From an optimization exercise on the open Yosys and OpenROAD flow, aimed at small area; shortcuts taken in it are not production practice.
Only simulation tests tie the RTL to the original design; equivalence was not proved.
No activity file was given, so power comes from the tool's default toggle rates.

--- constraint.sdc ---
create_clock -name core_clock -period 20.0 [get_ports {clk}]
set_input_delay 4.0000 -clock core_clock [delete_from_list [all_inputs] [get_ports {clk}]]
set_output_delay 4.0000 -clock core_clock [all_outputs]
set_load 0.01 [all_outputs]
--- config.mk ---
export PLATFORM = sky130hd
export DESIGN_NAME = uart_display
export DESIGN_NICKNAME = uart_display
export VERILOG_FILES = /design/flow/design.v
export SDC_FILE = /design/flow/constraint.sdc
export NUM_CORES = 4
export LEC_CHECK = 0
export CAP_MARGIN = 20
export CORE_MARGIN = 2
export CORE_UTILIZATION = 40
export PLACE_DENSITY = 0.6
export SLEW_MARGIN = 20
--- design.v ---
module seg_decoder
(
    input[3:0]      bin_data,
    output reg[6:0] seg_data
);
wire A,B,C,D;
assign A = bin_data[3];
assign B = bin_data[2];
assign C = bin_data[1];
assign D = bin_data[0];
always@(*)
begin
	seg_data[6] = (~A&~B&~C) | ~A&B&C&D | A&B&~C&~D;
	seg_data[5] = (~A&~B&D) | (~A&~B&C) | (~A&C&D) | (A&B&~C&D);
	seg_data[4] = (~A&D) | (~A&B&~C) | (~B&~C&D);
	seg_data[3] = (~A&~B&~C&D) | (~A&B&~C&~D) + (B&C&D) + (A&~B&C&~D);
	seg_data[2] = (~A&~B&C&~D) | (A&B&~D) | (A&B&C);
	seg_data[1] = (~A&B&~C&D) | (B&C&~D) | (A&B&~D) | (A&C&D);
	seg_data[0] = (~A&~B&~C&D) | (~A&B&~C&~D) | (A&B&~C&D) | (A&~B&C&D);
end
endmodule
module display(
	input        clk,
	input        rst_n,
	input  [7:0] data,
	output [5:0] seg_sel,
	output [7:0] seg_data
);
localparam [15:0] TERM = 16'd61807;
reg [15:0] timer;
reg [2:0]  slot;
wire term = timer == TERM;
wire fb   = ~(timer[15] ^ timer[2]);
wire slot0 = ~slot[2] & ~slot[0];
wire slot1 = ~slot[1] & slot[0];
wire [6:0] seg;
seg_decoder dec(
	.bin_data (slot0 ? data[7:4] : data[3:0]),
	.seg_data (seg)
);
assign seg_sel  = {4'b1111, ~slot1, ~slot0};
assign seg_data = {1'b1, (slot0 | slot1) ? seg : 7'h7f};
always @(posedge clk or negedge rst_n)
begin
	if (!rst_n)
	begin
		timer <= TERM;
		slot <= 3'b100;
	end
	else
	begin
		timer <= {timer[14:0], fb ^ term};
		if (term)
			slot <= {slot[1:0], ~slot[2]};
	end
end
endmodule
module uart_rx #(
	parameter SYNC = 2           
)(
	input        clk,
	input        rst_n,
	input        rx,
	output [7:0] rx_data,
	output       last            
);
localparam [8:0] S217 = 9'd261;
reg [SYNC-1:0] sync;
reg [3:0]      phase;
reg [8:0]      cnt;
reg [7:0]      rx_buffer;
wire rxs  = sync[SYNC-1];
wire term = cnt[7:0] == 8'hd5;    
wire fb   = ~(cnt[8] ^ cnt[4]);
wire idle = ~phase[3] & (phase[1:0] == 2'd0);
assign rx_data = rx_buffer;
assign last    = ~phase[3] & (phase[1:0] == 2'd2) & term;
always @(posedge clk or negedge rst_n)
	if (!rst_n)
		sync <= {SYNC{1'b1}};
	else
		sync <= {sync[SYNC-2:0], rx};
always @(posedge clk)
	cnt <= idle ? S217 : {cnt[7:0], fb ^ term};
always @(posedge clk or negedge rst_n)
begin
	if (!rst_n)
	begin
		phase <= 4'd0;
		rx_buffer <= 8'd0;
	end
	else if (phase[3])
	begin
		if (term)
		begin
			rx_buffer[phase[2:0]] <= rxs;
			phase <= (phase[2:0] == 3'd7) ? 4'd2 : phase + 4'd1;
		end
	end
	else
	case (phase[1:0])
		2'd0: if (!rxs) phase <= 4'd1;
		2'd1: if (term) phase <= rxs ? 4'd0 : 4'd8;
		2'd2: if (term) phase <= 4'd3;
		2'd3:
		begin
			rx_buffer <= rx_buffer ^ 8'h11;
			phase <= 4'd0;
		end
	endcase
end
endmodule
module uart_tx(
	input        clk,
	input        rst_n,
	input        activate,
	input  [7:0] data,
	output       active,
	output       tx,
	output       done
);
localparam [8:0] S0 = 9'd426;
reg [3:0] phase;
reg [8:0] cnt;
reg [7:0] tx_data;
wire term = cnt[7:0] == 8'hd5;
wire fb   = ~(cnt[8] ^ cnt[4]);
wire ready = ~phase[3] & ~phase[2] & ~phase[1];    
wire capt  = ~phase[3] & phase[2] & ~phase[0];
wire start = ~phase[3] & phase[2] & phase[0];
wire stop  = ~phase[3] & ~phase[2] & phase[1];
assign tx     = phase[3] ? tx_data[phase[2:0]] : ~start;
assign active = phase[3] | phase[2] | (stop & ~term);
assign done   = (ready & phase[0]) | (stop & term);
always @(posedge clk)
	cnt <= capt ? S0 : {cnt[7:0], fb ^ term};
always @(posedge clk)
	if (ready & activate)
		tx_data <= data;
always @(posedge clk or negedge rst_n)
begin
	if (!rst_n)
		phase <= 4'd0;
	else if (phase[3])
	begin
		if (term)
			phase <= (phase[2:0] == 3'd7) ? 4'd2 : phase + 4'd1;
	end
	else if (ready)
		phase <= activate ? 4'd4 : 4'd0;
	else if (capt)
		phase <= 4'd5;
	else if (term)
		phase <= start ? 4'd8 : 4'd1;
end
endmodule
module uart_display(
	input 		clk,
	input 		rst_n,
	input			rx,
	input			rx_key,
	output		tx,
	output		done,
	output 		active,
	output[5:0] seg_sel,
	output[7:0]	seg_data
);
wire        last;
wire [7:0]  data;
wire [7:0]  key;
uart_rx #(.SYNC(3)) uart_rx0(
	.clk(clk),
	.rst_n(rst_n),
	.rx(rx),
	.rx_data(data),
	.last(last)
);
uart_rx #(.SYNC(2)) uart_rx1(
	.clk(clk),
	.rst_n(rst_n),
	.rx(rx_key),
	.rx_data(key),
	.last()
);
uart_tx uart_tx0(
	.clk(clk),
	.rst_n(rst_n),
	.activate(last),
	.data(data ^ key),
	.active(active),
	.tx(tx),
	.done(done)
);
display seg_scan_m0(
	.clk(clk),
	.rst_n(rst_n),
	.data(data),
	.seg_sel(seg_sel),
	.seg_data(seg_data)
);
endmodule
--- run.sh ---
#!/bin/bash
# synth_recipe.tcl (not shown) runs the flow's synth.tcl, then flattens the netlist and writes it again
# the make line also repeats each setting of config.mk as NAME=value (left out here)
make -C /OpenROAD-flow-scripts/flow DESIGN_CONFIG=/design/flow/config.mk WORK_HOME=/design/flow/orfs CLKGATE_MAP_FILE= SYNTH_SCRIPT=/design/flow/synth_recipe.tcl finish
==> flow_summary.yaml, run 1 <==
status:
  outcome: "timing/DRC/antenna clean"
clocking:
  cts_resized: 0
  clk_path_buf_depth: 2
  cts_made_buffers: 9
  cts_tree: "built"
  cts_num_sinks: 87
  htree_levels: 3
  clock_latency_ns: 0.35
  cts.clk_slew.worst_paths_ns: 0.09
  cts_hold_buf: 0
  cts_setup_buffers: 0
  cts-root-buf: "clkbuf_8"
setup_path:
  cp.depth: 6
  path_cells: "nor2_2, inv_2, mux2i_1, inv_1, o221ai_1, clkdlybuf4s50_1"
  worstSetupPathType: "flip-flop to primary output"
  r2r_cells: 6
  ff2ff_setup_slack_ns: 17.86
  crit_path_end: "seg_data[4]"
  cp_data_arrival_time_ns: 2.63
  required_ns: 16.00
  start_kind: "flip-flop"
  crit_buf_inv: 3
  critPathMaxStageDelay_ns: 0.57
  crit_slowest_cell: "clkdlybuf4s50_1"
  startpoint: "seg_scan_m0.slot[0]$_DFFE_PN0P_"
  r2r_start: "uart_rx0.phase[0]$_DFFE_PN0P_"
  cp_top_family: "buffers and inverters"
  critPathCaptureType: "primary output"
  reg2reg_to: "uart_rx0.phase[1]$_DFFE_PN0P_"
  path_max_fanout: 11
timing:
  timing.final.ws_setup_ns: 13.37
  setup_violations: 0
  setup_tns_ns: 0
  fin_skew_ns: 0.01208
  hold_viol_final: 0
  tightest_slew_ns: 0.6674
  hold-worst-slack_ns: 0.3567
  rsz0062_at_grt: "no"
  min_period_over_period_pct: 33.13
  final_max_slew_viol_count: 0
  post-route-min-period_ns: 6.626
  max_slew_margin_pct: 55.26
  clock.fmax_mhz: 150.9
worst_hold_path:
  min_path_type: "flip-flop to flip-flop"
  min-delay-start: "uart_rx0.sync[1]$_DFF_PN1_"
drt:
  drt_wl_total_um: 7541
  dr.pass1.iters: 6
  ant_nets: 0
  avgViaCountPerCell: 5.181
  post_drt_wl_per_cell_um: 13.94
  vias: 2803
  drc: 0
  drt_iter0_drc: 108
global_routing:
  antenna_found_initial: 0
  grt_pass1_vias: 2635
  grtUsageTotal_pct: 14.14
  overflow: 0
  grt_max_degree: 53
  grt_pass1_wl_um: 12800
synthesis:
  synth-edff-count: 8
  synthAdderAreaFrac_pct: 4.742
  synth_top_family_by_area: "simple AND/OR/NAND/NOR gates"
  synth_cells: 389
  yosysWarnings: 5
  synthFlopType: "dfrtp_1"
  yosysSeqAreaShare_pct: 49.82
  async_reset_ff_share_pct: 59.77
  netlist_top_cells_area: "dfrtp_1, dfxtp_1, dfstp_2"
  ys_seq_elements: 87
  synth-simple-area-share_pct: 19.24
  synth_top_area_share_pct: 20.75
  synth_most_common_cell: "dfrtp_1"
  ys_types: 65
  syn-cell-area_um2: 4222
  synth-compound-area-share_pct: 11.32
  synthMuxAreaShare_pct: 5.127
  yosysTopAreaCell: "dfrtp_1"
  avgSynthCellArea_um2: 10.85
  synthTopCellsByCount: "dfrtp_1, dfxtp_1, nor2_1, nand2_1, o21ai_0"
  synth-xor-area-share_pct: 4.772
place:
  io_buffers: 15
  place_inst: 525
  gp_congestion: 0.8727
  place_hpwl_um: 5260
  dp_slack_ns: 13.79
  place_area_um2: 4417
finish:
  diodes: 0
  multi_input_area_um2: 1932
  finalNonFillerCells: 541
  syn_to_final_growth_pct: 8.684
  num-fill-cells: 988
  final_core_util_pct: 44.64
  drive_above_1_share_pct: 13.83
  final_area_um2: 4588
  fin_nets: 420
  register_area_um2: 2103
floorplan:
  die-area_um2: 11390
  die_x_um: 106.7
  ios: 21
  fp.dieH_um: 106.7
  initial_utilization_pct: 41.08
  core_area_um2: 10280
  num_rows: 37
pwr:
  p_comb_share_pct: 1.2
  leakage_nw: 1.831
  swShare_pct: 22.10
  p_total_mw: 0.2875
  power_density_nw_per_um2: 62.66
  irDropWorstVdd_uv: 32.03
  p_int_mw: 0.2240
  clkPwrFrac_pct: 36.7
  power.switching_mw: 0.06355
  seqPwrFrac_pct: 62.1
job:
  drv_cap: 0
power by group through the flow:
stage / logic (mW) / registers [mW] / clock network [mW]
after global placement: 0.00361 / 0.182 / 0
after CTS: 0.00372 / 0.178 / 0.111
after floorplan: 0.00155 / 0.182 / 0
after detailed placement: 0.00369 / 0.182 / 0
final: 0.00346 / 0.178 / 0.106
after global routing: 0.00414 / 0.179 / 0.119
state kept, by name, indices dropped and copies added (netlist names), 4 cells and up:
| signal | flops |
|---|---|
| uart_rx0.phase | 4 |
| uart_rx0.rx_buffer | 8 |
| seg_scan_m0.timer | 16 |
| uart_tx0.tx_data | 8 |
| uart_tx0.phase | 4 |
| uart_rx1.phase | 4 |
| uart_rx0.cnt | 9 |
| uart_rx1.cnt | 9 |
| uart_tx0.cnt | 9 |
| uart_rx1.rx_buffer | 8 |
cell type report:
class                      count  area share (%)
clock buffer                  11           2.863
clock inverter                 5          0.7636
inverter                      15           1.227
multi-input combinational    270           42.11
sequential                    87           45.84
tap                          136           3.709
timing repair buffer          17           3.491
layout by cell type (no fill, tap or decap), types with 3 or more instances in the layout:
master	count
nor3b_1	3
dfxtp_1	27
xnor2_1	9
nor3_1	6
nand4_1	3
dfstp_2	17
o2bb2ai_1	8
nand3b_1	6
a32o_1	4
edfxtp_1	8
mux2_2	3
ha_1	16
a31oi_1	4
o21ai_0	21
nor2b_1	4
nand2b_1	9
a21oi_1	6
nand3_1	17
nor4_1	4
or2_2	6
nand2_1	22
nand4b_1	4
xor2_1	14
dfrtp_1	35
conb_1	5
and2_1	15
inv_1	13
mux2i_1	10
nand4bb_1	4
clkdlybuf4s50_1	14
or2_1	3
o221ai_1	5
clkbuf_8	9
nor2_1	24
worst min path at each step:
stage	end	cells after the start
global route	uart_rx0.sync[1]$_DFF_PN1_	0
global placement	uart_rx1.sync[1]$_DFF_PN1_	0
finish	uart_rx0.sync[2]$_DFF_PN1_	0
floorplan	uart_rx0.sync[1]$_DFF_PN1_	0
CTS	uart_rx1.sync[1]$_DFF_PN1_	0
detailed placement	uart_rx0.sync[2]$_DFF_PN1_	0
kinds of logic (layout without fill, tap and decap cells):
kind of cell	count (synthesis)	in the layout
other	1	5
multiplexers	18	18
AO/OA/AOI/OAI	67	67
flip-flops	87	87
XOR/XNOR	23	23
AND/OR/NAND/NOR	141	141
buffers and inverters	36	48
adder cells (fa/ha/maj)	16	16
per-layer routing:
layer	global-route usage [%]	share of wire (%)
met1	18.81	50
met2	22.07	44
met3	4.620	4.1
met4	4.174	1.2
met5	0	0
==> run 2: changes to the inputs <==
--- a/config.mk
+++ b/config.mk
@@ -8,5 +8,8 @@
 export CAP_MARGIN = 20
 export CORE_MARGIN = 2
 export CORE_UTILIZATION = 40
+export CTS_BUF_LIST = sky130_fd_sc_hd__clkbuf_16
+export CTS_CLUSTER_DIAMETER = 200
+export CTS_CLUSTER_SIZE = 50
 export PLACE_DENSITY = 0.6
 export SLEW_MARGIN = 20
==> run 2 against run 1 <==
Effect of this change:
- still clean on timing, DRC and antenna
- utilization increased by 0.99 points
- clock power increased by about 40%
- register-to-register slack about the same
- first-iteration DRC count increased by 36%
- synthesized cell count unchanged
- combinational power about the same
- critical path depth unchanged
- maximum frequency increased by 0.24%
- synthesized area unchanged
==> flow_summary.yaml, run 2 <==
timing:
  hold_viol_final: 0
  timing.final.ws_setup_ns: 13.39
  setup_violations: 0
  fin_skew_ns: 0.008187
  min_period_over_period_pct: 33.05
  setup_tns_ns: 0
  final_max_slew_viol_count: 0
  tightest_slew_ns: 0.6923
  rsz0062_at_grt: "no"
  post-route-min-period_ns: 6.610
  max_slew_margin_pct: 53.60
  clock.fmax_mhz: 151.3
  hold-worst-slack_ns: 0.3552
finish:
  drive_above_1_share_pct: 13.83
  final_cell_mix: "dfrtp_1, dfxtp_1, nor2_1"
  fin_nets: 420
  largest_register_ff_count: 16
  final_core_util_pct: 45.63
  layout.cells.most_common: "dfrtp_1"
  final_area_um2: 4690
  diodes: 0
  num-fill-cells: 981
  syn_to_final_growth_pct: 11.08
  top_register: "seg_scan_m0.timer"
status:
  outcome: "timing/DRC/antenna clean"
floorplan:
  core_area_um2: 10280
  die_x_um: 106.7
  die-area_um2: 11390
  initial_utilization_pct: 41.08
  num_rows: 37
  ios: 21
  fp.dieH_um: 106.7
clocking:
  cts_resized: 0
  clk_path_buf_depth: 2
  cts_tree: "built"
  htree_levels: 3
  cts_made_buffers: 9
  cts.clk_slew.worst_paths_ns: 0.06
  clock_latency_ns: 0.33
  cts_num_sinks: 87
  cts_setup_buffers: 0
  cts_hold_buf: 0
  cts-root-buf: "clkbuf_16"
setup_path:
  reg2reg_to: "uart_rx0.phase[1]$_DFFE_PN0P_"
  critPathCaptureType: "primary output"
  ff2ff_setup_slack_ns: 17.85
  r2r_cells: 6
  startpoint: "seg_scan_m0.slot[0]$_DFFE_PN0P_"
  cp_data_arrival_time_ns: 2.61
  worstSetupPathType: "flip-flop to primary output"
  start_kind: "flip-flop"
  required_ns: 16.00
  r2r_start: "uart_rx0.phase[0]$_DFFE_PN0P_"
  path_max_fanout: 11
synthesis:
  synthAdderAreaFrac_pct: 4.742
  synth-compound-area-share_pct: 11.32
  synth_top_area_share_pct: 20.75
  synth-simple-area-share_pct: 19.24
  synth_most_common_cell: "dfrtp_1"
  yosysWarnings: 5
  synth_top_family_by_area: "simple AND/OR/NAND/NOR gates"
  netlist_top_cells_area: "dfrtp_1, dfxtp_1, dfstp_2"
  synthFlopType: "dfrtp_1"
  synth_cells: 389
  synthTopCellsByCount: "dfrtp_1, dfxtp_1, nor2_1, nand2_1, o21ai_0"
  ys_seq_elements: 87
  synth-xor-area-share_pct: 4.772
  async_reset_ff_share_pct: 59.77
  avgSynthCellArea_um2: 10.85
  yosysTopAreaCell: "dfrtp_1"
  yosysSeqAreaShare_pct: 49.82
  synth-edff-count: 8
  synthMuxAreaShare_pct: 5.127
  syn-cell-area_um2: 4222
  ys_types: 65
drt:
  drc: 0
  vias: 2795
  ant_nets: 0
  post_drt_wl_per_cell_um: 13.95
  dr.pass1.iters: 4
  drt_wl_total_um: 7548
  avgViaCountPerCell: 5.166
  drt_iter0_drc: 147
global_routing:
  grt_pass1_vias: 2640
  overflow: 0
  antenna_found_initial: 0
  grtUsageTotal_pct: 14.11
  grt_pass1_wl_um: 12790
  grt_max_degree: 53
pwr:
  irDropWorstVdd_uv: 44.21
  power_density_nw_per_um2: 70.36
  leakage_nw: 1.885
place:
  place_area_um2: 4417
  place_hpwl_um: 5260
  dp_slack_ns: 13.79
  gp_congestion: 0.8727
  io_buffers: 15
worst_hold_path:
  worstHoldPathCells: 0
  min_to: "uart_rx0.sync[2]$_DFF_PN1_"
  min-delay-start: "uart_rx0.sync[1]$_DFF_PN1_"
  min_path_type: "flip-flop to flip-flop"
job:
  drv_cap: 0
run 2: worst max path at each step:
stage | end | slack (ns)
2_1_floorplan | seg_data[4] | 14.51
3_3_place_gp | seg_data[4] | 13.82
3_5_place_dp | seg_data[4] | 13.79
4_1_cts | seg_data[4] | 13.39
5_1_grt | seg_data[4] | 13.18
6_report | seg_data[4] | 13.39
run 2: cells by family after synthesis:
group                      count (synthesis)
xor gates and xnor gates                  23
buffers and inverters                     36
adders and majority gates                 16
AOI/OAI and AO/OA                         67
muxes                                     18
other                                      1
and+or+nand+nor                          141
DFF                                       87
run 2: final cells by class:
| class | instances | area [um2] | area share (%) |
|---|---|---|---|
| tap | 136 | 170.2 | 3.629 |
| timing repair buffer | 17 | 160.2 | 3.415 |
| inverter | 15 | 56.30 | 1.201 |
| multi-input combinational | 270 | 1932 | 41.20 |
| clock buffer | 9 | 225.2 | 4.803 |
| sequential | 87 | 2103 | 44.85 |
| clock inverter | 7 | 42.54 | 0.9072 |
run 2: per-layer routing:
layer	track usage, %	vias to the layer above	part of all wire [%]
met5	0	-	0
li1	-	1402	-
met3	4.255	8	3.5
met2	22.11	47	44
met1	18.77	1338	51
met4	4.453	0	1.1
run 2: power by group:
group / internal (mW) / leakage [nW] / switching (mW)
Clock: 0.0831 / 0.138 / 0.0647
Combinational: 0.000786 / 0.827 / 0.00267
Sequential: 0.178 / 0.920 / 0.000540
Total: 0.262 / 1.89 / 0.0679
run 2: worst max-delay path: stages, from the launching register on:
cell and delay [ns]:
dfrtp_1 0.47, nor2_2 0.38, inv_2 0.17, mux2i_1 0.33, inv_1 0.11, o221ai_1 0.23
clkdlybuf4s50_1 0.58
run 2: metrics by stage:
stage	cells	power [mW]
finish	541	0.3300
global route	541	0.3442
CTS	541	0.3364
detailed placement	525	0.1857
global placement	525	0.1856
floorplan	393	0.1834
==> run 3: changes to the inputs <==
--- a/config.mk
+++ b/config.mk
@@ -8,8 +8,8 @@
 export CAP_MARGIN = 20
 export CORE_MARGIN = 2
 export CORE_UTILIZATION = 40
-export CTS_BUF_LIST = sky130_fd_sc_hd__clkbuf_16
+export CTS_BUF_LIST = sky130_fd_sc_hd__clkbuf_8
 export CTS_CLUSTER_DIAMETER = 200
-export CTS_CLUSTER_SIZE = 50
+export CTS_CLUSTER_SIZE = 30
 export PLACE_DENSITY = 0.6
 export SLEW_MARGIN = 20
==> run 3 against run 2 <==
Effect of this change:
- combinational power about the same
- sequential power about the same
- setup slack got worse by 0.016 ns
- final cell count unchanged
- clock power decreased by 29%
- non-clock buffer count unchanged
- clock skew increased by 0.0039 ns
- sequential share of layout area increased by 0.99 points
- via count increased by 0.11%
==> flow_summary.yaml, run 3 <==
drt:
  avgViaCountPerCell: 5.172
  drt_wl_total_um: 7547
  post_drt_wl_per_cell_um: 13.95
  ant_nets: 0
  drt_iter0_drc: 108
  wl_met3_um: 311
  top_layer: "met4"
  dr.pass1.iters: 4
  dr_wl_met2_um: 3341
  drc: 0
  vias: 2798
  wirelength_met1_um: 3802
global_routing:
  overflow: 0
  grt_max_degree: 53
  antenna_found_initial: 0
  grtUsageTotal_pct: 14.14
  grt_pass1_wl_um: 12800
  grt_pass1_vias: 2635
clocking:
  cts_resized: 0
  cts.clk_slew.worst_paths_ns: 0.09
  cts_hold_buf: 0
  cts-root-buf: "clkbuf_8"
  htree_levels: 3
  cts_num_sinks: 87
  clock_latency_ns: 0.35
  cts_made_buffers: 9
  cts_setup_buffers: 0
  cts_tree: "built"
  clk_path_buf_depth: 2
status:
  outcome: "timing/DRC/antenna clean"
synthesis:
  synth-edff-count: 8
  syn-cell-area_um2: 4222
  synthFlopType: "dfrtp_1"
  synth_most_common_cell: "dfrtp_1"
  ys_seq_elements: 87
  synthAdderAreaFrac_pct: 4.742
  yosysSeqAreaShare_pct: 49.82
  synthMuxAreaShare_pct: 5.127
  synth_cells: 389
  synth-xor-area-share_pct: 4.772
  yosysTopAreaCell: "dfrtp_1"
  avgSynthCellArea_um2: 10.85
  synth_top_family_by_area: "simple AND/OR/NAND/NOR gates"
  synth-simple-area-share_pct: 19.24
  ys_types: 65
  yosysWarnings: 5
  synthTopCellsByCount: "dfrtp_1, dfxtp_1, nor2_1, nand2_1, o21ai_0"
  synth_top_area_share_pct: 20.75
  async_reset_ff_share_pct: 59.77
  synth-compound-area-share_pct: 11.32
  netlist_top_cells_area: "dfrtp_1, dfxtp_1, dfstp_2"
floorplan:
  ios: 21
  core_area_um2: 10280
  initial_utilization_pct: 41.08
  fp.dieH_um: 106.7
  die_x_um: 106.7
  num_rows: 37
  die-area_um2: 11390
timing:
  hold_viol_final: 0
  max_slew_margin_pct: 55.26
  setup_violations: 0
  clock.fmax_mhz: 150.9
  post-route-min-period_ns: 6.626
  fin_skew_ns: 0.01208
  hold-worst-slack_ns: 0.3587
  setup_tns_ns: 0
  tightest_slew_ns: 0.6674
  final_max_slew_viol_count: 0
  min_period_over_period_pct: 33.13
  rsz0062_at_grt: "no"
finish:
  top_register: "seg_scan_m0.timer"
  diodes: 0
  final_area_um2: 4588
  layout.cells.most_common: "dfrtp_1"
  fin_nets: 420
  final_cell_mix: "dfrtp_1, dfxtp_1, nor2_1"
  drive_above_1_share_pct: 13.83
  num-fill-cells: 988
  syn_to_final_growth_pct: 8.684
  largest_register_ff_count: 16
pwr:
  irDropWorstVdd_uv: 31.55
  leakage_nw: 1.839
  power_density_nw_per_um2: 62.48
job:
  drv_cap: 0
setup_path:
  critPathCaptureType: "primary output"
  required_ns: 16.00
  path_max_fanout: 11
  ff2ff_setup_slack_ns: 17.86
  start_kind: "flip-flop"
  worstSetupPathType: "flip-flop to primary output"
  cp_data_arrival_time_ns: 2.63
worst_hold_path:
  min_path_type: "flip-flop to flip-flop"
place:
  place_area_um2: 4417
  place_hpwl_um: 5260
  gp_congestion: 0.8727
  io_buffers: 15
[run 3: cell counts after synthesis]
No cell type changed its count.
[run 3: through the flow]
stage	util, %	power [mW]	std cells	setup slack, ns
finish	44.64	0.2867	541	13.37
global route	44.64	0.3004	541	13.14
CTS	44.59	0.2919	541	13.35
detailed placement	42.98	0.1857	525	13.79
global placement	42.98	0.1856	525	13.82
floorplan	-	0.1834	393	14.51
[run 3: final timing paths]
path / startpoint / to / cells past startpoint
max: seg_scan_m0.slot[0]$_DFFE_PN0P_ / seg_data[4] / 6
min: uart_rx0.sync[1]$_DFF_PN1_ / uart_rx0.sync[2]$_DFF_PN1_ / 0
max reg2reg: uart_rx0.phase[0]$_DFFE_PN0P_ / uart_rx0.phase[1]$_DFFE_PN0P_ / 6
min reg2reg: uart_rx0.sync[1]$_DFF_PN1_ / uart_rx0.sync[2]$_DFF_PN1_ / 0
max in group asynchronous: rst_n / uart_rx1.phase[1]$_DFFE_PN0P_ / 2
min in group asynchronous: rst_n / uart_rx0.rx_buffer[3]$_DFFE_PN0P_ / 2
[run 3: worst max-delay path, stage by stage (launching register included)]
cell and delay (ns):
dfrtp_1 0.48, nor2_2 0.38, inv_2 0.17, mux2i_1 0.33, inv_1 0.11, o221ai_1 0.22
clkdlybuf4s50_1 0.57
[run 3: power by group]
part	internal, mW	total (mW)	switching [mW]
Sequential	0.178	0.178	0.000525
Clock	0.0442	0.105	0.0605
Combinational	0.000786	0.00346	0.00267
[run 3: final cells by class]
type	count	area, um2	area share, %
flip-flops and latches	87	2103	45.84
repair buffers	17	160.2	3.491
clock buffers	9	123.9	2.700
inverters	15	56.30	1.227
clock inverters	7	42.54	0.9272
well taps	136	170.2	3.709
multi-input cells	270	1932	42.11
[run 3: logic make-up after synthesis]
group,Yosys count
AOI/OAI and AO/OA,67
xor gates and xnor gates,23
adders and majority gates,16
buffers and inverters,36
DFF,87
muxes,18
other,1
and+or+nand+nor,141
[run 3: per-layer routing]
metal,global-route usage (%),up-vias
li1,-,1400
met1,18.81,1332
met2,22.07,55
met3,4.620,11
met4,4.174,0
met5,0,-
==> run 4: changes to the inputs <==
==> flow/run.sh (new file) <==
#!/bin/bash
# Own flow: the standard layout (standard.sh), with
#  - synthesis: flow/synth.tcl, the standard synthesis with an area-oriented
#    ABC script (flow/area.abc) for the final mapping;
#  - port buffers: sky130_fd_sc_hd__buf_1 instead of the resizer's default.
# All tool output goes to flow_standard.log here and ORFS's logs under orfs/logs.
set -euo pipefail
W=$(pwd)
bash standard.sh \
  SYNTH_SCRIPT="$W/flow/synth.tcl" \
  AREA_ABC_SCRIPT="$W/flow/area.abc" \
  "BUFFER_PORTS_ARGS=-buffer_cell sky130_fd_sc_hd__buf_1" \
  finish > "$W/flow_standard.log" 2>&1
==> flow/area.abc (new file) <==
strash
&get -n
&deepsyn -T 20
&put
&get -n
&dch -f
&nf -a -R 1000
&put
topo
dnsize -c
==> flow/synth.tcl (new file) <==
# The standard synthesis (synth_recipe.tcl), with the final ABC mapping
# run with an area-oriented script (flow/area.abc) instead of ORFS's speed
# script. Registers are mapped before ABC and are not touched by it.
proc synth {args} { yosys synth -nofsm -noshare {*}$args }
proc abc {args} {
  set i [lsearch -exact $args -script]
  if { $i >= 0 } { lset args [expr { $i + 1 }] $::env(AREA_ABC_SCRIPT) }
  yosys abc {*}$args
}
source $::env(SCRIPTS_DIR)/synth.tcl
# left out here: clear keep_hierarchy, flatten, clean up, hide names made inside functions, write 1_2_yosys.v
==> standard.sh (new file) <==
#!/bin/bash
# synth_recipe.tcl (not shown) runs the flow's synth.tcl, then flattens the netlist and writes it again
# the make line also repeats each setting of config.mk as NAME=value (left out here)
make -C /OpenROAD-flow-scripts/flow DESIGN_CONFIG=/design/flow/config.mk WORK_HOME=/design/flow/orfs CLKGATE_MAP_FILE= SYNTH_SCRIPT=/design/flow/synth_recipe.tcl "${@:-finish}"
--- a/config.mk
+++ b/config.mk
@@ -8,8 +8,5 @@
 export CAP_MARGIN = 20
 export CORE_MARGIN = 2
 export CORE_UTILIZATION = 40
-export CTS_BUF_LIST = sky130_fd_sc_hd__clkbuf_8
-export CTS_CLUSTER_DIAMETER = 200
-export CTS_CLUSTER_SIZE = 30
 export PLACE_DENSITY = 0.6
 export SLEW_MARGIN = 20
removed: run.sh
==> run 4 against run 3 <==
Effect of this change:
- still clean
- count of clock-buffer cells in the layout is 1 higher
- global-route usage is 0.16 points higher
- combinational power is 15% lower
- register-to-register slack worse by 0.38 ns
- total power is 1.1% higher
- final cell count is 9.8% lower
- wire length is 14% lower
- critical path depth is 3 higher
- critical endpoint is now seg_data[5]
- highest routed layer unchanged
==> flow_summary.yaml, run 4 <==
pwr:
  irDropWorstVdd_uv: 29.97
  power_density_nw_per_um2: 70.71
  leakage_nw: 1.706
drt:
  drc: 0
  post_drt_wl_per_cell_um: 13.27
  drt_iter0_drc: 91
  vias: 2486
  drt_wl_total_um: 6474
  avgViaCountPerCell: 5.094
  ant_nets: 0
  dr.pass1.iters: 4
floorplan:
  num_rows: 35
  initial_utilization_pct: 40.90
  die-area_um2: 10150
  ios: 21
  core_area_um2: 9153
  fp.dieH_um: 100.7
  die_x_um: 100.7
synthesis:
  synthFlopType: "dfrtp_1"
  synth_most_common_cell: "nand2_1"
  yosysTopAreaCell: "dfrtp_1"
  synth-simple-area-share_pct: 20.32
  async_reset_ff_share_pct: 59.77
  synthAdderAreaFrac_pct: 5.348
  synth-xor-area-share_pct: 3.041
  synth-compound-area-share_pct: 10.43
  synth_cells: 346
  syn-cell-area_um2: 3744
  avgSynthCellArea_um2: 10.82
  yosysSeqAreaShare_pct: 56.18
  yosysWarnings: 5
  synthMuxAreaShare_pct: 2.273
  synth-edff-count: 8
  synth_top_area_share_pct: 23.40
  synth_top_family_by_area: "simple AND/OR/NAND/NOR gates"
  ys_seq_elements: 87
  netlist_top_cells_area: "dfrtp_1, dfxtp_1, dfstp_2"
  synthTopCellsByCount: "nand2_1, dfrtp_1, dfxtp_1, nor2_1, dfstp_2"
  ys_types: 53
clocking:
  cts_made_buffers: 9
  cts_resized: 0
  clk_path_buf_depth: 2
  cts_num_sinks: 87
  cts_setup_buffers: 0
  cts.clk_slew.worst_paths_ns: 0.08
  cts_hold_buf: 0
  clock_latency_ns: 0.35
  cts-root-buf: "clkbuf_8"
  htree_levels: 3
  cts_tree: "built"
place:
  io_buffers: 15
  gp_congestion: 0.8326
  place_hpwl_um: 4470
  place_inst: 472
global_routing:
  antenna_found_initial: 0
  overflow: 0
  grt_pass1_vias: 2354
  grt_max_degree: 53
  grt_pass1_wl_um: 11270
  grtUsageTotal_pct: 14.31
timing:
  tightest_slew_ns: 0.7738
  rsz0062_at_grt: "no"
  hold_viol_final: 0
  post-route-min-period_ns: 6.717
  setup_violations: 0
  setup_tns_ns: 0
  final_max_slew_viol_count: 0
  max_slew_margin_pct: 47.94
  min_period_over_period_pct: 33.59
  clock.fmax_mhz: 148.9
  fin_skew_ns: 0.01078
setup_path:
  start_kind: "flip-flop"
  required_ns: 16.00
  cp_data_arrival_time_ns: 2.72
  worstSetupPathType: "flip-flop to primary output"
  path_max_fanout: 6
  critPathCaptureType: "primary output"
finish:
  top_register: "seg_scan_m0.timer"
  largest_register_ff_count: 16
  drive_above_1_share_pct: 9.284
  final_cell_mix: "nand2_1, dfrtp_1, dfxtp_1"
  diodes: 0
  finalNonFillerCells: 488
  syn_to_final_growth_pct: 9.459
  fin_nets: 392
  layout.cells.most_common: "nand2_1"
status:
  outcome: "timing/DRC/antenna clean"
worst_hold_path:
  min_path_type: "flip-flop to flip-flop"
job:
  drv_cap: 0
## run 4: cell type report
type / instances / area, um2
multi-input combinational: 245 / 1569
timing repair buffer: 16 / 65.06
tap: 111 / 138.9
inverter: 13 / 48.80
sequential: 87 / 2103
clock buffer: 10 / 127.6
fill: 843 / 5055
clock inverter: 6 / 45.04
## run 4: report_power, final
part	switching, mW	total, mW	internal, mW	leakage [nW]
logic	0.00257	0.00293	0.000357	0.699
clock network	0.0625	0.108	0.0459	0.0872
registers	0.000499	0.178	0.178	0.919
total	0.0656	0.290	0.224	1.71
## run 4: cell families after synthesis
family	Yosys count
buffers and inverters	18
multiplexers	7
XOR/XNOR	13
flip-flops	87
AND/OR/NAND/NOR	148
other	1
adder cells (fa/ha/maj)	16
AO/OA/AOI/OAI	56
## run 4: per-layer routing
| layer | vias up | wire, um | GRT usage [%] |
|---|---|---|---|
| li1 | 1266 | - | - |
| met1 | 1177 | 3362 | 19.89 |
| met2 | 39 | 2839 | 20.72 |
| met3 | 4 | 205 | 4.369 |
| met4 | 0 | 67 | 6.006 |
| met5 | - | 0 | 0 |
## run 4: critical path, cell delays in order, from the launching register on
cell and delay, ns:
dfrtp_1 0.41, nor2_1 0.38, mux2i_1 0.55, xor2_1 0.29, clkinv_1 0.09, o21ai_0 0.19
or2_0 0.17, nand2_1 0.08, nand2_1 0.07, buf_1 0.15
## run 4: path summary, 6_finish.rpt
path | endpoint | start | slack, ns | cells past startpoint
max | seg_data[5] | seg_scan_m0.slot[0]$_DFFE_PN0P_ | 13.28 | 9
min | uart_rx0.sync[1]$_DFF_PN1_ | uart_rx0.sync[0]$_DFF_PN1_ | 0.36 | 0
max reg2reg | uart_rx0.phase[0]$_DFFE_PN0P_ | uart_rx0.phase[0]$_DFFE_PN0P_ | 17.48 | 7
min reg2reg | uart_rx0.sync[1]$_DFF_PN1_ | uart_rx0.sync[0]$_DFF_PN1_ | 0.36 | 0
max in group asynchronous | uart_tx0.phase[0]$_DFFE_PN0P_ | rst_n | 15.82 | 2
min in group asynchronous | seg_scan_m0.slot[1]$_DFFE_PN0P_ | rst_n | 3.76 | 2
## run 4: metrics by stage
stage / util [%] / hold WS [ns] / power, mW / setup WS (ns) / area [um2]
4_1_cts: 44.77 / 0.3603 / 0.2952 / 13.27 / 4098
3_3_place_gp: 42.88 / 0.3456 / 0.1851 / 13.78 / 3925
6_report: 44.77 / 0.3593 / 0.2897 / 13.28 / 4098
5_1_grt: 44.77 / 0.3625 / 0.3039 / 13.03 / 4098
2_1_floorplan: - / 0.3452 / 0.1832 / 13.89 / 3759
3_5_place_dp: 42.88 / 0.3472 / 0.1852 / 13.66 / 3925
==> run 5: changes to the inputs <==
--- a/flow/run.sh
+++ b/flow/run.sh
@@ -10,4 +10,6 @@
   SYNTH_SCRIPT="$W/flow/synth.tcl" \
   AREA_ABC_SCRIPT="$W/flow/area.abc" \
   "BUFFER_PORTS_ARGS=-buffer_cell sky130_fd_sc_hd__buf_1" \
+  ADDER_MAP_FILE= \
+  "CTS_ARGS=-repair_clock_nets -buf_list sky130_fd_sc_hd__clkbuf_16 -root_buf sky130_fd_sc_hd__clkbuf_16" \
   finish > "$W/flow_standard.log" 2>&1
==> run 5 against run 4 <==
Effect of this change:
- count of clock-buffer cells in the layout decreased by 1
- first-iteration DRC count increased by 12%
- final cell count decreased by 8.2%
- utilization increased by 2.4 points
- global-route usage decreased by 1.1 points
- total power increased by 15%
- synthesized area decreased by 7.3%
- critical path depth unchanged
- largest cell class unchanged
==> flow_summary.yaml, run 5 <==
timing:
  fin_skew_ns: 0.009124
  hold-worst-slack_ns: 0.3570
  setup_tns_ns: 0
  post-route-min-period_ns: 6.972
  hold_viol_final: 0
  max_slew_margin_pct: 24.50
  timing.final.ws_setup_ns: 13.03
  min_period_over_period_pct: 34.86
  clock.fmax_mhz: 143.4
  final_max_slew_viol_count: 0
  setup_violations: 0
  tightest_slew_ns: 1.122
  rsz0062_at_grt: "no"
finish:
  drive_above_1_share_pct: 9.913
  final_area_um2: 3918
  syn_to_final_growth_pct: 12.87
  layout.cells.most_common: "dfrtp_1"
  final_cell_mix: "dfrtp_1, nand2_1, nor2_1"
  num-fill-cells: 757
  top_register: "seg_scan_m0.timer"
  diodes: 0
  fin_nets: 342
  largest_register_ff_count: 16
clocking:
  htree_levels: 3
  cts.clk_slew.worst_paths_ns: 0.06
  clk_path_buf_depth: 2
  clock_latency_ns: 0.33
  cts_num_sinks: 87
  cts_setup_buffers: 0
  cts_resized: 0
  cts_tree: "built"
  cts-root-buf: "clkbuf_16"
  cts_hold_buf: 0
  cts_made_buffers: 9
setup_path:
  path_cells: "nor2_1, mux2i_1, nand2_1, nand2_1, o211ai_1, o21ai_0, a21oi_1, a311o_1, buf_1"
  worstSetupPathType: "flip-flop to primary output"
  crit_slowest_cell: "mux2i_1"
  required_ns: 16.00
  cp_data_arrival_time_ns: 2.97
  ff2ff_setup_slack_ns: 17.72
  start_kind: "flip-flop"
  critPathCaptureType: "primary output"
  cpMostUsedCell: "nand2_1"
  critPathMaxStageDelay_ns: 0.59
  path_max_fanout: 7
synthesis:
  synth_cells: 312
  syn-cell-area_um2: 3471
  synth_top_area_share_pct: 25.23
  synth-compound-area-share_pct: 8.291
  synthMuxAreaShare_pct: 6.056
  yosysSeqAreaShare_pct: 60.60
  avgSynthCellArea_um2: 11.12
  ys_seq_elements: 87
  synth-xor-area-share_pct: 3.028
  netlist_top_cells_area: "dfrtp_1, dfxtp_1, dfstp_2"
  synthFlopType: "dfrtp_1"
  synth-edff-count: 8
  yosysTopAreaCell: "dfrtp_1"
  yosysWarnings: 5
  synthAdderAreaFrac_pct: 0
  synth_top_family_by_area: "simple AND/OR/NAND/NOR gates"
  synthTopCellsByCount: "dfrtp_1, nand2_1, nor2_1, dfxtp_1, nor2b_1"
  synth-simple-area-share_pct: 20.08
  ys_types: 42
  synth_most_common_cell: "dfrtp_1"
  async_reset_ff_share_pct: 59.77
floorplan:
  die_x_um: 97.15
  fp.dieH_um: 97.15
  num_rows: 33
  core_area_um2: 8299
  ios: 21
  die-area_um2: 9438
  initial_utilization_pct: 41.82
global_routing:
  grtUsageTotal_pct: 13.19
  overflow: 0
  antenna_found_initial: 0
  grt_pass1_vias: 2149
  grt_pass1_wl_um: 9956
  grt_max_degree: 53
drt:
  post_drt_wl_per_cell_um: 13.12
  ant_nets: 0
  dr.pass1.iters: 4
  drc: 0
  drt_wl_total_um: 5879
  vias: 2296
  drt_iter0_drc: 102
  avgViaCountPerCell: 5.125
place:
  io_buffers: 15
  dp_slack_ns: 13.43
  place_hpwl_um: 3983
  gp_congestion: 0.8256
  place_area_um2: 3645
pwr:
  irDropWorstVdd_uv: 45.19
  power_density_nw_per_um2: 85.26
  leakage_nw: 1.671
  p_total_mw: 0.3340
job:
  drv_cap: 0
status:
  outcome: "timing/DRC/antenna clean"
worst_hold_path:
  min_path_type: "flip-flop to flip-flop"
==> run 5: changes by cell type after synthesis, moves of 6 or more <==
cell / previous run / this run
clkinv_1: 13 / 7
and2_0: 9 / 1
ha_1: 16 / 0
nor2_1: 24 / 30
a22o_1: 6 / 0
mux2_1: 2 / 14
nand2_1: 46 / 32
==> run 5: final timing paths <==
kind | startpoint | to | cells past startpoint
hold / removal | uart_rx1.sync[0]$_DFF_PN1_ | uart_rx1.sync[1]$_DFF_PN1_ | 0
max in group asynchronous | rst_n | uart_rx1.phase[1]$_DFFE_PN0P_ | 2
hold reg to reg | uart_rx1.sync[0]$_DFF_PN1_ | uart_rx1.sync[1]$_DFF_PN1_ | 0
min in group asynchronous | rst_n | seg_scan_m0.timer[10]$_DFF_PN0_ | 2
setup / recovery | seg_scan_m0.slot[0]$_DFFE_PN0P_ | seg_data[6] | 9
setup reg to reg | uart_rx0.cnt[4]$_SDFF_PN0_ | uart_tx0.tx_data[0]$_DFFE_PP_ | 4
==> run 5: logic make-up after synthesis <==
family,count (synthesis)
other,1
XOR/XNOR,12
buffers and inverters,12
flip-flops,87
AND/OR/NAND/NOR,136
AO/OA/AOI/OAI,46
multiplexers,18
==> run 5: final cells by class <==
cell class,count,area (um2),area share [%]
Sequential cell,87,2103,53.69
Clock buffer,9,225.2,5.749
Inverter,7,26.28,0.6707
Timing Repair Buffer,16,65.06,1.661
Multi-Input combinational cell,217,1319,33.66
Tap cell,105,131.4,3.354
Clock inverter,7,47.55,1.214
==> run 5: routing by layer <==
layer	track usage, %	vias to the layer above	share of wire [%]
met5	0	-	0
met4	5.742	0	1.9
met3	3.741	8	2.9
met2	19.23	28	45
met1	18.36	1108	50
li1	-	1152	-
==> run 5: where the power goes <==
part           switching, mW  total, mW  internal [mW]  leakage [nW]
registers           0.000608      0.179          0.178         0.919
logic                0.00249    0.00286       0.000369         0.612
clock network         0.0680      0.152         0.0844         0.139
==> run 5: per-stage QoR <==
step                      utilization, %  cells
after floorplan                        -    316
after global placement             43.92    432
after detailed placement           43.92    432
final                              47.20    448
after global routing               47.20    448
after CTS                          47.20    448
==> run 5: worst max-delay path: cells and delay by family (launching register included) <==
family,cells,cell delay [ns]
buffers and inverters,1,0.15
AO/OA/AOI/OAI,4,0.80
multiplexers,1,0.59
flip-flops,1,0.41
AND/OR/NAND/NOR,3,0.69
==> run 6: changes to the inputs <==
==> flow/run.sh (replaced) <==
#!/bin/bash
# Own flow: the standard layout (standard.sh), with
#  - synthesis: flow/synth.tcl, the standard synthesis with an area-oriented
#    ABC script (flow/area.abc) for the final mapping;
#  - no adder extraction before ABC (ADDER_MAP_FILE empty), so ABC maps
#    all of the logic;
#  - port buffers: sky130_fd_sc_hd__buf_1 instead of the resizer's default.
# All tool output goes to flow_standard.log here and ORFS's logs under orfs/logs.
set -euo pipefail
W=$(pwd)
bash standard.sh \
  SYNTH_SCRIPT="$W/flow/synth.tcl" \
  AREA_ABC_SCRIPT="$W/flow/area.abc" \
  "BUFFER_PORTS_ARGS=-buffer_cell sky130_fd_sc_hd__buf_1" \
  ADDER_MAP_FILE= \
  finish > "$W/flow_standard.log" 2>&1
==> run 6 against run 5 <==
Effect of this change:
- clock power shrank 28%
- maximum frequency increased by 0.24%
- die area unchanged
- still clean on timing, DRC and antenna
- global-route usage is 0.14 points lower
- wire length is 0.10% lower
- clock skew rose by 0.0049 ns
- first-iteration DRC count is 3.9% higher
==> flow_summary.yaml, run 6 <==
status:
  outcome: "timing/DRC/antenna clean"
place:
  dp_slack_ns: 13.43
  io_buffers: 15
  gp_congestion: 0.8256
  place_hpwl_um: 3983
setup_path:
  r2r_start: "uart_rx0.cnt[4]$_SDFF_PN0_"
  path_cells: "nor2_1, mux2i_1, nand2_1, nand2_1, o211ai_1, o21ai_0, a21oi_1, a311o_1, buf_1"
  critPathMaxStageDelay_ns: 0.57
  crit_slowest_cell: "mux2i_1"
  start_kind: "flip-flop"
  worstSetupPathType: "flip-flop to primary output"
  reg2reg_to: "uart_tx0.tx_data[0]$_DFFE_PP_"
  cp_data_arrival_time_ns: 2.96
  r2r_cells: 4
  path_max_fanout: 7
  ff2ff_setup_slack_ns: 17.71
  critPathCaptureType: "primary output"
  required_ns: 16.00
  cpMostUsedCell: "nand2_1"
clocking:
  cts-root-buf: "clkbuf_8"
  cts.clk_slew.worst_paths_ns: 0.09
  cts_hold_buf: 0
  cts_made_buffers: 9
  cts_setup_buffers: 0
  cts_resized: 0
  cts_tree: "built"
  clk_path_buf_depth: 2
  htree_levels: 3
  clock_latency_ns: 0.35
  cts_num_sinks: 87
synthesis:
  yosysTopAreaCell: "dfrtp_1"
  synth_top_area_share_pct: 25.23
  yosysSeqAreaShare_pct: 60.60
  yosysWarnings: 5
  synthTopCellsByCount: "dfrtp_1, nand2_1, nor2_1, dfxtp_1, nor2b_1"
  synth-edff-count: 8
  avgSynthCellArea_um2: 11.12
  synthFlopType: "dfrtp_1"
  netlist_top_cells_area: "dfrtp_1, dfxtp_1, dfstp_2"
  ys_types: 42
  synth_cells: 312
  ys_seq_elements: 87
  synth_most_common_cell: "dfrtp_1"
  syn-cell-area_um2: 3471
  async_reset_ff_share_pct: 59.77
floorplan:
  die-area_um2: 9438
  fp.dieH_um: 97.15
  initial_utilization_pct: 41.82
  die_x_um: 97.15
  core_area_um2: 8299
  num_rows: 33
  ios: 21
finish:
  num-fill-cells: 774
  final_core_util_pct: 45.98
  drive_above_1_share_pct: 9.913
  layout.cells.most_common: "dfrtp_1"
  top_register: "seg_scan_m0.timer"
  fin_nets: 342
  syn_to_final_growth_pct: 9.950
  largest_register_ff_count: 16
  diodes: 0
  final_cell_mix: "dfrtp_1, nand2_1, nor2_1"
timing:
  post-route-min-period_ns: 6.955
  fin_skew_ns: 0.01403
  setup_violations: 0
  min_period_over_period_pct: 34.78
  setup_tns_ns: 0
  max_slew_margin_pct: 24.62
  rsz0062_at_grt: "no"
  timing.final.ws_setup_ns: 13.05
  clock.fmax_mhz: 143.8
  hold_viol_final: 0
  tightest_slew_ns: 1.120
  hold-worst-slack_ns: 0.3611
  final_max_slew_viol_count: 0
worst_hold_path:
  worstHoldPathCells: 0
  min_to: "uart_rx1.sync[1]$_DFF_PN1_"
  min-delay-start: "uart_rx1.sync[0]$_DFF_PN1_"
  min_path_type: "flip-flop to flip-flop"
drt:
  post_drt_wl_per_cell_um: 13.11
  vias: 2300
  drc: 0
  wl_met3_um: 231
  drt_iter0_drc: 106
  drt_wl_total_um: 5873
  avgViaCountPerCell: 5.134
  top_layer: "met4"
  ant_nets: 0
  dr.pass1.iters: 4
  wirelength_met1_um: 2907
  dr_wl_met2_um: 2653
global_routing:
  grt_pass1_wl_um: 9887
  overflow: 0
  antenna_found_initial: 0
  grt_max_degree: 53
  grtUsageTotal_pct: 13.05
  grt_pass1_vias: 2113
pwr:
  power_density_nw_per_um2: 76.01
  p_total_mw: 0.2901
  leakage_nw: 1.617
  irDropWorstVdd_uv: 41.73
job:
  drv_cap: 0
[run 6: routing by layer]
metal	vias up	track usage [%]
met5	-	0
met4	0	4.767
li1	1152	-
met1	1103	18.23
met3	7	4.173
met2	38	19.07
[run 6: critical path: cells and delay by family (launching register included)]
kind | cells | cell delay (ns)
simple gates | 3 | 0.67
flops | 1 | 0.42
mux | 1 | 0.57
buf+inv | 1 | 0.15
compound gates | 4 | 0.80
[run 6: cell type report]
cell class                      instances  area [um2]  area share (%)
Clock buffer                           11       131.4           3.443
Clock inverter                          5       40.04           1.049
Inverter                                7       26.28          0.6885
Multi-Input combinational cell        217        1319           34.56
Sequential cell                        87        2103           55.11
Tap cell                              105       131.4           3.443
Timing Repair Buffer                   16       65.06           1.705
[run 6: cell families (layout without fill, tap and decap cells)]
logic type / Yosys count / count (layout) / share of synthesized area (%)
AOI/OAI and AO/OA: 46 / 46 / 8.291
xor gates and xnor gates: 12 / 12 / 3.028
buffers and inverters: 12 / 39 / 1.839
DFF: 87 / 87 / 60.60
muxes: 18 / 18 / 6.056
other: 1 / 5 / 0.1080
and+or+nand+nor: 136 / 136 / 20.08
[run 6: per-stage QoR]
| stage | instance area [um2] | cells |
|---|---|---|
| 6_report | 3816 | 448 |
| 2_1_floorplan | 3486 | 316 |
| 3_3_place_gp | 3645 | 432 |
| 3_5_place_dp | 3645 | 432 |
| 4_1_cts | 3816 | 448 |
| 5_1_grt | 3816 | 448 |
[run 6: worst max path at each step]
stage                                     from          end  slack, ns  cells after the start
3_3_place_gp   seg_scan_m0.slot[0]$_DFFE_PN0P_  seg_data[6]      13.58                      9
3_5_place_dp   seg_scan_m0.slot[0]$_DFFE_PN0P_  seg_data[6]      13.43                      9
6_report       seg_scan_m0.slot[0]$_DFFE_PN0P_  seg_data[6]      13.05                      9
4_1_cts        seg_scan_m0.slot[0]$_DFFE_PN0P_  seg_data[6]      13.01                      9
2_1_floorplan  seg_scan_m0.slot[0]$_DFFE_PN0P_  seg_data[6]      13.88                      8
5_1_grt        seg_scan_m0.slot[0]$_DFFE_PN0P_  seg_data[6]      12.77                      9
[run 6: report_power, final]
| group | leakage [nW] | total, mW | internal [mW] | switching [mW] |
|---|---|---|---|---|
| Clock | 0.0849 | 0.109 | 0.0465 | 0.0622 |
| Combinational | 0.612 | 0.00289 | 0.000369 | 0.00252 |
| Sequential | 0.919 | 0.179 | 0.178 | 0.000609 |
==> run 7: changes to the inputs <==
==> flow/run.sh (replaced) <==
#!/bin/bash
# Own flow: the standard layout (standard.sh), with
#  - synthesis: flow/synth.tcl, the standard synthesis with an area-oriented
#    ABC script (flow/area.abc) for the final mapping;
#  - port buffers: sky130_fd_sc_hd__buf_1 instead of the resizer's default.
# All tool output goes to flow_standard.log here and ORFS's logs under orfs/logs.
set -euo pipefail
W=$(pwd)
bash standard.sh \
  SYNTH_SCRIPT="$W/flow/synth.tcl" \
  AREA_ABC_SCRIPT="$W/flow/area.abc" \
  "BUFFER_PORTS_ARGS=-buffer_cell sky130_fd_sc_hd__buf_1" \
  ADDER_MAP_FILE= \
  "CTS_ARGS=-sink_clustering_enable -repair_clock_nets -buf_list sky130_fd_sc_hd__clkbuf_16 -root_buf sky130_fd_sc_hd__clkbuf_16 -sink_clustering_size 100 -sink_clustering_max_diameter 1000 -distance_between_buffers 1000" \
  finish > "$W/flow_standard.log" 2>&1
==> run 7 against run 6 <==
Effect of this change:
- total power rose by 15%
- largest power group unchanged
- global-route usage rose by 0.14 points
- largest cell class unchanged
- still clean on timing, DRC and antenna
- die area did not move
- clock skew fell by 0.0049 ns
==> flow_summary.yaml, run 7 <==
clocking:
  clk_path_buf_depth: 2
  htree_levels: 3
  cts_setup_buffers: 0
  cts_tree: "built"
  clock_latency_ns: 0.33
  cts_num_sinks: 87
  cts_hold_buf: 0
  cts_made_buffers: 9
  cts_resized: 0
  cts.clk_slew.worst_paths_ns: 0.06
  cts-root-buf: "clkbuf_16"
finish:
  finalNonFillerCells: 448
  diodes: 0
  final_cell_mix: "dfrtp_1, nand2_1, nor2_1"
  drive_above_1_share_pct: 9.913
  fin_nets: 342
  top_register: "seg_scan_m0.timer"
  largest_register_ff_count: 16
  layout.cells.most_common: "dfrtp_1"
  num-fill-cells: 757
  syn_to_final_growth_pct: 12.87
drt:
  dr.pass1.iters: 4
  drt_wl_total_um: 5879
  avgViaCountPerCell: 5.125
  drc: 0
  vias: 2296
  post_drt_wl_per_cell_um: 13.12
  top_layer: "met4"
  dr_wl_met2_um: 2654
  wirelength_met1_um: 2942
  ant_nets: 0
  drt_iter0_drc: 102
  wl_met3_um: 173
global_routing:
  grt_max_degree: 53
  grt_pass1_vias: 2149
  overflow: 0
  grt_pass1_wl_um: 9956
  antenna_found_initial: 0
  grtUsageTotal_pct: 13.19
synthesis:
  netlist_top_cells_area: "dfrtp_1, dfxtp_1, dfstp_2"
  synth-edff-count: 8
  ys_types: 42
  ys_seq_elements: 87
  synthTopCellsByCount: "dfrtp_1, nand2_1, nor2_1, dfxtp_1, nor2b_1"
  synth_most_common_cell: "dfrtp_1"
  syn-cell-area_um2: 3471
  synthFlopType: "dfrtp_1"
  synth_cells: 312
  yosysTopAreaCell: "dfrtp_1"
  yosysSeqAreaShare_pct: 60.60
  synth_top_area_share_pct: 25.23
  yosysWarnings: 5
  async_reset_ff_share_pct: 59.77
  avgSynthCellArea_um2: 11.12
floorplan:
  die-area_um2: 9438
  initial_utilization_pct: 41.82
  num_rows: 33
  fp.dieH_um: 97.15
  core_area_um2: 8299
  die_x_um: 97.15
  ios: 21
place:
  io_buffers: 15
  gp_congestion: 0.8256
  place_inst: 432
  place_hpwl_um: 3983
setup_path:
  critPathMaxStageDelay_ns: 0.59
  worstSetupPathType: "flip-flop to primary output"
  cpMostUsedCell: "nand2_1"
  cp_data_arrival_time_ns: 2.97
  required_ns: 16.00
  path_max_fanout: 7
  path_cells: "nor2_1, mux2i_1, nand2_1, nand2_1, o211ai_1, o21ai_0, a21oi_1, a311o_1, buf_1"
  critPathCaptureType: "primary output"
  start_kind: "flip-flop"
  crit_slowest_cell: "mux2i_1"
timing:
  clock.fmax_mhz: 143.4
  setup_violations: 0
  max_slew_margin_pct: 24.50
  rsz0062_at_grt: "no"
  hold_viol_final: 0
  fin_skew_ns: 0.009124
  setup_tns_ns: 0
  final_max_slew_viol_count: 0
  min_period_over_period_pct: 34.86
  post-route-min-period_ns: 6.972
  tightest_slew_ns: 1.122
job:
  drv_cap: 0
pwr:
  power_density_nw_per_um2: 85.26
  leakage_nw: 1.671
  irDropWorstVdd_uv: 45.19
status:
  outcome: "timing/DRC/antenna clean"
worst_hold_path:
  min_path_type: "flip-flop to flip-flop"
## run 7: cell types whose count changed in the layout (fill, tap and decap cells not counted)
cell,delta
clkbuf_16,+9
clkbuf_8,-9
clkbuf_1,-2
inv_1,+2
## run 7: through the flow
stage	worst slack, ns	hold slack [ns]	utilization, %	power (mW)	instance area (um2)
finish	13.03	0.3570	47.20	0.3340	3918
global route	12.80	0.3608	47.20	0.3474	3918
CTS	13.04	0.3562	47.20	0.3404	3918
detailed placement	13.43	0.3478	43.92	0.1852	3645
global placement	13.58	0.3459	43.92	0.1852	3645
floorplan	13.88	0.3452	-	0.1832	3486
## run 7: area by class of cell
class                      count  area, um2  area share, %
clock inverter                 7      47.55          1.214
timing repair buffer          16      65.06          1.661
multi-input combinational    217       1319          33.66
clock buffer                   9      225.2          5.749
tap                          105      131.4          3.354
sequential                    87       2103          53.69
inverter                       7      26.28         0.6707
## run 7: cell families (layout without fill, tap and decap cells)
family	after synthesis	in the layout	share of synthesized area (%)
and+or+nand+nor	136	136	20.08
DFF	87	87	60.60
AOI/OAI and AO/OA	46	46	8.291
muxes	18	18	6.056
xor gates and xnor gates	12	12	3.028
buffers and inverters	12	39	1.839
other	1	5	0.1080
## run 7: power by group
part / switching [mW] / internal, mW
registers: 0.000608 / 0.178
logic: 0.00249 / 0.000369
clock network: 0.0680 / 0.0844
total: 0.0711 / 0.263
## run 7: path summary, 6_finish.rpt
check	from	end	slack, ns	cells past startpoint
setup / recovery	seg_scan_m0.slot[0]$_DFFE_PN0P_	seg_data[6]	13.03	9
hold / removal	uart_rx1.sync[0]$_DFF_PN1_	uart_rx1.sync[1]$_DFF_PN1_	0.36	0
setup reg to reg	uart_rx0.cnt[4]$_SDFF_PN0_	uart_tx0.tx_data[0]$_DFFE_PP_	17.72	4
hold reg to reg	uart_rx1.sync[0]$_DFF_PN1_	uart_rx1.sync[1]$_DFF_PN1_	0.36	0
max in group asynchronous	rst_n	uart_rx1.phase[1]$_DFFE_PN0P_	15.79	2
min in group asynchronous	rst_n	seg_scan_m0.timer[10]$_DFF_PN0_	3.77	2
## run 7: layer usage
layer,track usage [%],vias to the layer above
li1,-,1152
met4,5.742,0
met3,3.741,8
met2,19.23,28
met1,18.36,1108
met5,0,-
## run 7: worst max-delay path: cells and delay by family, from the launching register on
family	cells	cell delay [ns]
mux	1	0.59
flops	1	0.41
simple gates	3	0.69
compound gates	4	0.80
buf+inv	1	0.15

[re-timing with driven ports]
How much do the figures lean on ideal ports? The routed layouts below were timed once more, with nothing changed but the port constraints.
Step 1: set_driving_cell puts a clkbuf_16 on clk and a buf_2 on each other input, an assumption about the parent block.
Step 2 times the ports against the registers' clock, not the clock port: input delays grow and output delays shrink by t, the midpoint of the rising clock arrivals with the driver on.
Slacks: ideal / step 1 / step 2; pairs: ideal / step 1.
run	t, ns	slack for setup (ns)	worst hold slack (ns)	worst setup path after step 2	pins driven straight from the clock port
run 1	0.372	13.374 / 13.344 / 13.716	0.357 / 0.357 / 0.357	register to output	1
run 2	0.360	13.390 / 13.355 / 13.715	0.355 / 0.355 / 0.355	register to output	1
run 3	0.372	13.374 / 13.344 / 13.716	0.359 / 0.359 / 0.359	register to output	1
run 4	0.380	13.283 / 13.251 / 13.630	0.359 / 0.359 / 0.359	register to output	1
run 5	0.362	13.028 / 12.993 / 13.355	0.357 / 0.357 / 0.357	register to output	1
run 6	0.371	13.045 / 13.015 / 13.386	0.361 / 0.361 / 0.361	register to output	1
run 7	0.362	13.028 / 12.993 / 13.355	0.357 / 0.357 / 0.357	register to output	1
After both steps every run listed still meets setup and hold.
